Context: an optimization exercise on an open-source flow, tuned for small area. The choices shown serve that exercise and are no tape-out recipe. Only simulation tests tie the RTL to the original design; equivalence was not proved. The clock port is modelled as an ideal driver; clocking choices that lean on that would not hold on a real chip. No activity file was given, so power comes from the tool's default toggle rates.

== build 30 ==
## VendMachine
module VendMachine(
    input wire clk, rst, btnU, btnL, btnR, btnD, btnC,
    input wire [3:1] sw,
    output reg [3:0] an,
    output reg [0:7] seg,
    output wire [15:0] led
    );
Size in the first run: roughly 300 cells after synthesis, roughly 38 I/O pins.
Settings: LEC_CHECK=0, ABC_AREA=1, CAP_MARGIN=20, CORE_MARGIN=2, CORE_UTILIZATION=40, SLEW_MARGIN=20; clock period 20.0 ns.
standard.sh (not shown) runs the stock make flow with config.mk's settings and CLKGATE_MAP_FILE= SYNTH_SCRIPT=/design/flow/synth_recipe.tcl, a recipe that flattens the netlist after the stock synthesis.
==> flow/flow/run.sh <==
#!/bin/bash
# Standard ORFS layout (the standard.sh) with:
#  - synthesis: the standard flow's script, with ABC area mapping done by flow/area.script
#    (rounds of choice-based area mapping and don't-care optimisation), and
#    no adder-cell extraction; if ABC fails on that script, the synthesis is
#    rerun with flow/area_fallback.script;
#  - yosys/abc buffers removed at floorplan;
#  - port buffers of the smallest buffer cell;
#  - clock tree synthesis as standard, without dummy balancing loads.
# Each step's full output goes to a log file in this folder.
set -euo pipefail
W=$(pwd)
export FLOW_SYNTH_TCL=$W/synth_recipe.tcl
KNOBS=(SYNTH_SCRIPT=$W/flow/synth_wrap.tcl ADDER_MAP_FILE= REMOVE_ABC_BUFFERS=1
       'BUFFER_PORTS_ARGS=-buffer_cell sky130_fd_sc_hd__buf_1'
       'CTS_ARGS=-sink_clustering_enable -repair_clock_nets -dont_use_dummy_load')
export MY_ABC=$W/flow/area.script
if ! bash standard.sh synth "${KNOBS[@]}" > make_synth.log 2>&1; then
  rm -rf orfs
  export MY_ABC=$W/flow/area_fallback.script
  bash standard.sh synth "${KNOBS[@]}" > make_synth_fallback.log 2>&1
fi
bash standard.sh finish "${KNOBS[@]}" > make_finish.log 2>&1
==> flow/flow/area.script <==
bogus_command
==> flow/flow/area_fallback.script <==
strash
dch -f
amap
mfs2 -e -L 20 -W 4
strash
dch -f
amap
mfs2 -e -L 20 -W 4
strash
dch -f
amap
mfs2 -e -L 20 -W 4
strash
dch -f
amap
mfs2 -e -L 20 -W 4
strash
dch -f
amap
mfs2 -e -L 20 -W 4
strash
dch -f
amap
topo
dnsize -c
==> flow/flow/synth_wrap.tcl <==
# Runs the standard flow's synthesis script unchanged, except that the ABC area script
# used for technology mapping is replaced by flow/area.script (several rounds
# of choice-based area mapping with don't-care resubstitution). Only the
# combinational mapping changes; registers come out as in the standard run.
proc abc {args} {
  set i [lsearch -exact $args -script]
  if {$i >= 0 && [string match *abc_area* [lindex $args [expr {$i + 1}]]]} {
    lset args [expr {$i + 1}] $::env(MY_ABC)
  }
  yosys abc {*}$args
}
source $::env(FLOW_SYNTH_TCL)
Build 30: full flow OK, the timing, design-rule and antenna checks passed
What build 78 does differently from build 30 at the input level:
==> flow/flow/run.sh <==
#!/bin/bash
# Standard ORFS layout (the standard.sh) with:
#  - synthesis: the standard flow's script, ABC area mapping with flow/area.script,
#    no adder-cell extraction;
#  - yosys/abc buffers removed at floorplan;
#  - port buffers of the smallest buffer cell.
set -euo pipefail
W=$(pwd)
export FLOW_SYNTH_TCL=$W/synth_recipe.tcl
export MY_ABC=$W/flow/area.script
bash standard.sh finish SYNTH_SCRIPT=$W/flow/synth_wrap.tcl ADDER_MAP_FILE= REMOVE_ABC_BUFFERS=1 \
  'BUFFER_PORTS_ARGS=-buffer_cell sky130_fd_sc_hd__buf_1' > make_finish.log 2>&1
==> flow/flow/area.script <==
strash
dch -f
amap
mfs2 -e -L 20 -W 4
strash
dch -f
amap
mfs2 -e -L 20 -W 4
strash
dch -f
amap
mfs2 -e -L 20 -W 4
strash
dch -f
amap
mfs2 -e -L 20 -W 4
strash
dch -f
amap
mfs2 -e -L 20 -W 4
strash
strash
dch -f
amap
mfs3 -a -e
topo
dnsize -c
removed: flow/flow/area_fallback.script
[summary]
Having completed the whole flow, build 78 delivered a layout that passed the timing, design-rule and antenna checks. Looking at highest-delay cell along the critical path, the sky130_fd_sc_hd__nor4_1 result is from build 78; the sky130_fd_sc_hd__a21oi_1 one comes from build 30. Internal cell power up 25 uW in build 78 wrt build 30. | instance area after placement | build 78 vs build 30 | 0.60% lower |. Build 30 has higher data arrival time of the worst path than build 78. Summary of build 78 over build 30: power share of the clock group has increased; area of the mapped netlist has decreased. Routed wire length in build 78 is about 3% lower than in build 30. When build 78 is set beside build 30, its utilization after layout turns out to be 1.4 points larger. seg[3] as the worst setup path endpoint was reported by build 78, and seg[4] by build 30. Going from build 30 to build 78, ratio of total power to cell area rose by 11%, detailed-route wire length on metal 1 went down about 3.3%. As far as worst hold margin is concerned, build 30 and build 78 perform about the same.
Input-level comparison between build 95 and build 78:
==> flow/flow/run.sh <==
#!/bin/bash
# Standard ORFS layout (the standard.sh) with:
#  - synthesis: the standard flow's script, with ABC area mapping done by flow/area.script
#    (rounds of choice-based area mapping and don't-care optimisation), and
#    no adder-cell extraction; if ABC fails on that script, the synthesis is
#    rerun with flow/area_fallback.script;
#  - yosys/abc buffers removed at floorplan;
#  - port buffers of the smallest buffer cell;
#  - clock tree synthesis as standard, without dummy balancing loads, and
#    the smallest clock buffer at the root (flow/post_cts.tcl).
# Each step's full output goes to a log file in this folder.
set -euo pipefail
W=$(pwd)
export FLOW_SYNTH_TCL=$W/synth_recipe.tcl
KNOBS=(SYNTH_SCRIPT=$W/flow/synth_wrap.tcl ADDER_MAP_FILE= REMOVE_ABC_BUFFERS=1
       'BUFFER_PORTS_ARGS=-buffer_cell sky130_fd_sc_hd__buf_1'
       'CTS_ARGS=-sink_clustering_enable -repair_clock_nets -dont_use_dummy_load'
       POST_CTS_TCL=$W/flow/post_cts.tcl)
export MY_ABC=$W/flow/area.script
if ! bash standard.sh synth "${KNOBS[@]}" > make_synth.log 2>&1; then
  rm -rf orfs
  export MY_ABC=$W/flow/area_fallback.script
  bash standard.sh synth "${KNOBS[@]}" > make_synth_fallback.log 2>&1
fi
bash standard.sh finish "${KNOBS[@]}" > make_finish.log 2>&1
==> flow/flow/area_fallback.script (new file) <==
strash
dch -f
amap
mfs2 -e -L 20 -W 4
strash
dch -f
amap
mfs2 -e -L 20 -W 4
strash
dch -f
amap
mfs2 -e -L 20 -W 4
strash
dch -f
amap
mfs2 -e -L 20 -W 4
strash
dch -f
amap
mfs2 -e -L 20 -W 4
strash
dch -f
amap
topo
dnsize -c
==> flow/flow/post_cts.tcl (new file) <==
# After clock tree synthesis: the root clock buffer only drives the few leaf
# clock buffers, so give it the smallest clock buffer cell. The leaf buffers
# that drive the flip-flops are left as clock tree synthesis sized them.
foreach inst [get_cells clkbuf_0_*] {
  replace_cell $inst sky130_fd_sc_hd__clkbuf_1
}
estimate_parasitics -placement
report_clock_skew
==> summary.txt <==
Summary: with build 78 as the reference, wire length in build 95 moved down slightly. Build 95 vs build 78: utilization after layout down. Comparing build 78 and build 95, area growth from synthesis to final layout is higher on build 78.
The inputs of build 54 differ from those of build 95 as listed below.
==> flow/flow/run.sh <==
#!/bin/bash
# Standard ORFS layout (the standard.sh) with:
#  - synthesis: the standard flow's script, ABC area mapping with flow/area.script,
#    no adder-cell extraction;
#  - yosys/abc buffers removed at floorplan;
#  - port buffers of the smallest buffer cell.
set -euo pipefail
W=$(pwd)
export FLOW_SYNTH_TCL=$W/synth_recipe.tcl
export MY_ABC=$W/flow/area.script
bash standard.sh finish SYNTH_SCRIPT=$W/flow/synth_wrap.tcl ADDER_MAP_FILE= REMOVE_ABC_BUFFERS=1 \
  'BUFFER_PORTS_ARGS=-buffer_cell sky130_fd_sc_hd__buf_1' > make_finish.log 2>&1
diff --git a/flow/flow/area.script b/flow/flow/area.script
--- a/flow/flow/area.script
+++ b/flow/flow/area.script
@@ -22 +21,0 @@
-strash
@@ -25 +23,0 @@
-mfs3 -a -e
removed: flow/flow/area_fallback.script
removed: flow/flow/post_cts.tcl
All of build 95 and build 54 finish clean. Comparing fraction of the mapped netlist area in compound gates for build 95 and build 54, the bigger number came from build 95. NOTE area taken by multi-input logic gates build 95->build 54 decreased by a few percent. Going from build 95 to build 54, final critical path time including I/O delays and setup down 34 ps; transition time of the tightest slew-check pin down 34 ps; number of gates on the worst path with buffers counted up 2; floorplan die area up about 0.6%; final-layout worst hold slack flat. Pin count of the biggest net entering global routing: build 54 vs build 95 down 3. Run comparison: build 95 master of the slowest instance on the critical path sky130_fd_sc_hd__nor4_1; build 54 master of the slowest instance on the critical path sky130_fd_sc_hd__a21oi_1. Lower final-stage net count was reported by build 95, not build 54.
Relative to build 54, the following input files were edited for build 38:
==> flow/flow/run.sh <==
#!/bin/bash
# Standard ORFS layout (the standard.sh) with:
#  - synthesis: the standard flow's script, with ABC area mapping done by flow/area.script
#    (rounds of choice-based area mapping and don't-care optimisation), and
#    no adder-cell extraction; if ABC fails on that script, the synthesis is
#    rerun with flow/area_fallback.script;
#  - yosys/abc buffers removed at floorplan;
#  - port buffers of the smallest buffer cell;
#  - clock tree synthesis as standard, without dummy balancing loads.
# Each step's full output goes to a log file in this folder.
set -euo pipefail
W=$(pwd)
export FLOW_SYNTH_TCL=$W/synth_recipe.tcl
KNOBS=(SYNTH_SCRIPT=$W/flow/synth_wrap.tcl ADDER_MAP_FILE= REMOVE_ABC_BUFFERS=1
       'BUFFER_PORTS_ARGS=-buffer_cell sky130_fd_sc_hd__buf_1'
       'CTS_ARGS=-sink_clustering_enable -repair_clock_nets -dont_use_dummy_load')
export MY_ABC=$W/flow/area.script
if ! bash standard.sh synth "${KNOBS[@]}" > make_synth.log 2>&1; then
  rm -rf orfs
  export MY_ABC=$W/flow/area_fallback.script
  bash standard.sh synth "${KNOBS[@]}" > make_synth_fallback.log 2>&1
fi
bash standard.sh finish "${KNOBS[@]}" > make_finish.log 2>&1
diff --git a/flow/flow/area.script b/flow/flow/area.script
--- a/flow/flow/area.script
+++ b/flow/flow/area.script
@@ -21,0 +22 @@
+strash
@@ -23,0 +25 @@
+mfs3 -a -e
==> flow/flow/area_fallback.script (new file) <==
strash
dch -f
amap
mfs2 -e -L 20 -W 4
strash
dch -f
amap
mfs2 -e -L 20 -W 4
strash
dch -f
amap
mfs2 -e -L 20 -W 4
strash
dch -f
amap
mfs2 -e -L 20 -W 4
strash
dch -f
amap
mfs2 -e -L 20 -W 4
strash
dch -f
amap
topo
dnsize -c
==> summary.txt <==
- Status: number of max-capacitance violations reported parity (build 38, build 54)
- Final-layout clock buffer total | build 38 below build 54
- Re number of global-route vias before repair: build 54 and build 38 aren't equal, and the lower value belongs to build 38.
- Build 38 vs. build 54: power dropped about 4%, achievable frequency climbed 2.2%, data arrival time of the critical path dropped 180 ps.
- Of the two values seen for critical path's slowest cell, sky130_fd_sc_hd__nor4_1 was produced by build 38 and sky130_fd_sc_hd__a21oi_1 by build 54.
- Build 38 completed every stage of the flow, and the final layout passed the timing, design-rule and antenna checks.
- Build 54 | status: complete | timing, DRC, antenna: pass
- Build 54 and build 38 ended up with roughly the same non-clock buffer instance count of the final layout.
- Sort build 54 and build 38 by switching portion of total power, ascending, and build 38 comes first.

## static timing again, ports no longer ideal
The results above use ideal ports. As a check the final layouts listed here were re-extracted and re-timed, cells and wires unchanged.
Step 1: set_driving_cell puts a clkbuf_16 on clk and a buf_2 on each other input, an assumption about the parent block.
Step 2 adds t to the input delays and takes it off the output delays; t is the mean of the earliest and latest rising clock arrival at the registers after step 1. Input paths then give back, and output paths get back, about the clock's delay inside the block.
Slacks: ideal / step 1 / step 2; pairs: ideal / step 1.
run	t (ns)	setup slack, ns	hold WS [ns]
build 30	0.310	11.359 / 11.330 / 11.640	0.389 / 0.389 / 0.389
build 78	0.319	11.537 / 11.511 / 11.830	0.389 / 0.389 / 0.389
build 95	0.534	11.313 / 11.290 / 11.824	0.389 / 0.389 / 0.389
build 54	0.317	11.348 / 11.319 / 11.635	0.389 / 0.389 / 0.389
build 38	0.310	11.533 / 11.506 / 11.816	0.388 / 0.388 / 0.388
After both steps every run listed still meets setup and hold.
